From an optimization exercise on the open Yosys and OpenROAD flow, aimed at small area, a short achievable clock period and few clock cycles per item; shortcuts taken in it are not production practice.

==> inputs of run Z <==
// mul_op
module mul_op #(parameter INPUTS = 2,
		parameter OUTPUTS = 1,
		parameter DATA_IN_SIZE = 32,
		parameter DATA_OUT_SIZE = 32)
		(
		input clk,
		input rst,
		input [INPUTS * (DATA_IN_SIZE)- 1 : 0]data_in_bus,
		input [INPUTS - 1 : 0]valid_in_bus,
		output [INPUTS - 1 : 0] ready_in_bus,
		output [OUTPUTS * (DATA_OUT_SIZE) - 1 : 0]data_out_bus,
		output [OUTPUTS - 1 : 0]valid_out_bus,
		input 	[OUTPUTS - 1 : 0] ready_out_bus
);
export LEC_CHECK = 0
export CAP_MARGIN = 20
export CORE_MARGIN = 2
export CORE_UTILIZATION = 40
export SETUP_SLACK_MARGIN = 5
export SLEW_MARGIN = 20
export SYNTH_HIERARCHICAL = 1
create_clock -name core_clock -period 8.0 [get_ports {clk}]
standard.sh (not shown) runs the stock make flow with config.mk's settings and CLKGATE_MAP_FILE= SYNTH_SCRIPT=/design/flow/synth_recipe.tcl, a recipe that flattens the netlist after the stock synthesis.
==> flow/flow/run.sh <==
#!/bin/bash
# The standard layout, with resizing free to change a cell's footprint (so the
# port buffers and other cells can be swapped for faster ones), port buffers
# that are plain buffers rather than delay cells, and timing repair aiming at
# a setup slack of 5.3 ns.
set -euo pipefail
bash standard.sh MATCH_CELL_FOOTPRINT=0 BUFFER_PORTS_ARGS="-buffer_cell sky130_fd_sc_hd__buf_2" SETUP_SLACK_MARGIN=5.3 finish > standard.log 2>&1
==> inputs of run P, as changes to run Z <==
==> flow/flow/run.sh (replaced) <==
#!/bin/bash
# The standard layout, with resizing free to change a cell's footprint (so the
# port buffers and other cells can be swapped for faster ones) and port
# buffers that are plain buffers rather than delay cells.
set -euo pipefail
bash standard.sh MATCH_CELL_FOOTPRINT=0 BUFFER_PORTS_ARGS="-buffer_cell sky130_fd_sc_hd__buf_2" finish > standard.log 2>&1
==> inputs of run K, as changes to run Z <==
--- a/flow/flow/run.sh
+++ b/flow/flow/run.sh
@@ -6,2 +6,2 @@
 set -euo pipefail
-bash standard.sh MATCH_CELL_FOOTPRINT=0 BUFFER_PORTS_ARGS="-buffer_cell sky130_fd_sc_hd__buf_2" SETUP_SLACK_MARGIN=5.3 finish > standard.log 2>&1
+bash standard.sh MATCH_CELL_FOOTPRINT=0 BUFFER_PORTS_ARGS="-buffer_cell sky130_fd_sc_hd__buf_2" SETUP_SLACK_5.3=5.3 finish > standard.log 2>&1
==> results.toml <==
[outcome]
status = "timing/DRC/antenna clean"

[timing]
relSlewSlack_pct = 35.4
fin_crit_sh_pct = 37.0

[cells_and_area]
multi_input_area_share_pct = 55.0
stdcell_area_um2 = 28800
clk_share_pct = 3.62

[place]
dp_slack_ns = 4.51

[cts]
post_cts_resized = 177
cts_setup_buffers = 148

[setup_path]
worst-path-buf-inv = 1
r2r_slack_ns = 5.04

[global_routing]
grt_pass1_wl_um = 96200

[drt]
drt-met1-wl_um = 27600
the above is filed under run Z

==> results.toml <==
[timing]
relSlewSlack_pct = 33.6
fin_crit_sh_pct = 37.2

[cells_and_area]
stdcell_area_um2 = 26100
largest_reg_flops = 105
multi_input_area_share_pct = 55.4

[outcome]
status = "timing/DRC/antenna clean"

[cts]
cts_setup_buffers = 26

[place]
dp_slack_ns = 4.47

[setup_path]
crit_chain = "buf_12, buf_4, a22oi_2, xnor2_2, maj3_2, xor2_1, ha_1, ha_4, nor2b_2, a221o_1, a211o_1"
worst-path-buf-inv = 2
r2r_slack_ns = 5.02

[global_routing]
grt_pass1_wl_um = 90600

[drt]
drt-met1-wl_um = 27000
the above is filed under run K

==> results.toml <==
[global_routing]
grt.overflow.total = 0
grt_pass1_wl_um = 90600

[timing]
fin_crit_sh_pct = 37.2
relSlewSlack_pct = 33.6

[place]
dp_slack_ns = 4.47

[cts]
post_cts_resized = 43
cts_setup_buffers = 26
clk_path_buf_depth = 3
clk_latency_ns = 0.60

[cells_and_area]
multi_input_area_share_pct = 55.4
stdcell_area_um2 = 26100

[setup_path]
worst-path-buf-inv = 2
r2r_slack_ns = 5.02

[drt]
drt-met1-wl_um = 27000

[outcome]
status = "timing/DRC/antenna clean"
the above is filed under run P

Function was not checked in any run of this note: the RTL went through the layout flow alone.

static timing again, ports no longer ideal:
How much do the figures lean on ideal ports? The routed layouts below were timed once more, with nothing changed but the port constraints.
Step 1 (the two cells are an assumption about what drives the block):
set clk [get_ports {clk}]
set_driving_cell -lib_cell sky130_fd_sc_hd__clkbuf_16 $clk
set_driving_cell -lib_cell sky130_fd_sc_hd__buf_2 [delete_from_list [all_inputs] $clk]
Step 2 times the ports against the registers' clock, not the clock port: input delays grow and output delays shrink by t, the midpoint of the rising clock arrivals with the driver on.
Three values: ideal, step 1, step 2; two values: the first two.
| run | t (ns) | setup WS [ns] | clock arrival spread, ns |
|---|---|---|---|
| run Z | 0.643 | 5.040 / 4.999 / 5.040 | 0.037 / 0.037 |
| run P | 0.639 | 5.023 / 5.003 / 5.023 | 0.043 / 0.044 |
| run K | 0.639 | 5.023 / 5.003 / 5.023 | 0.043 / 0.044 |
After both steps every run listed still meets setup and hold.
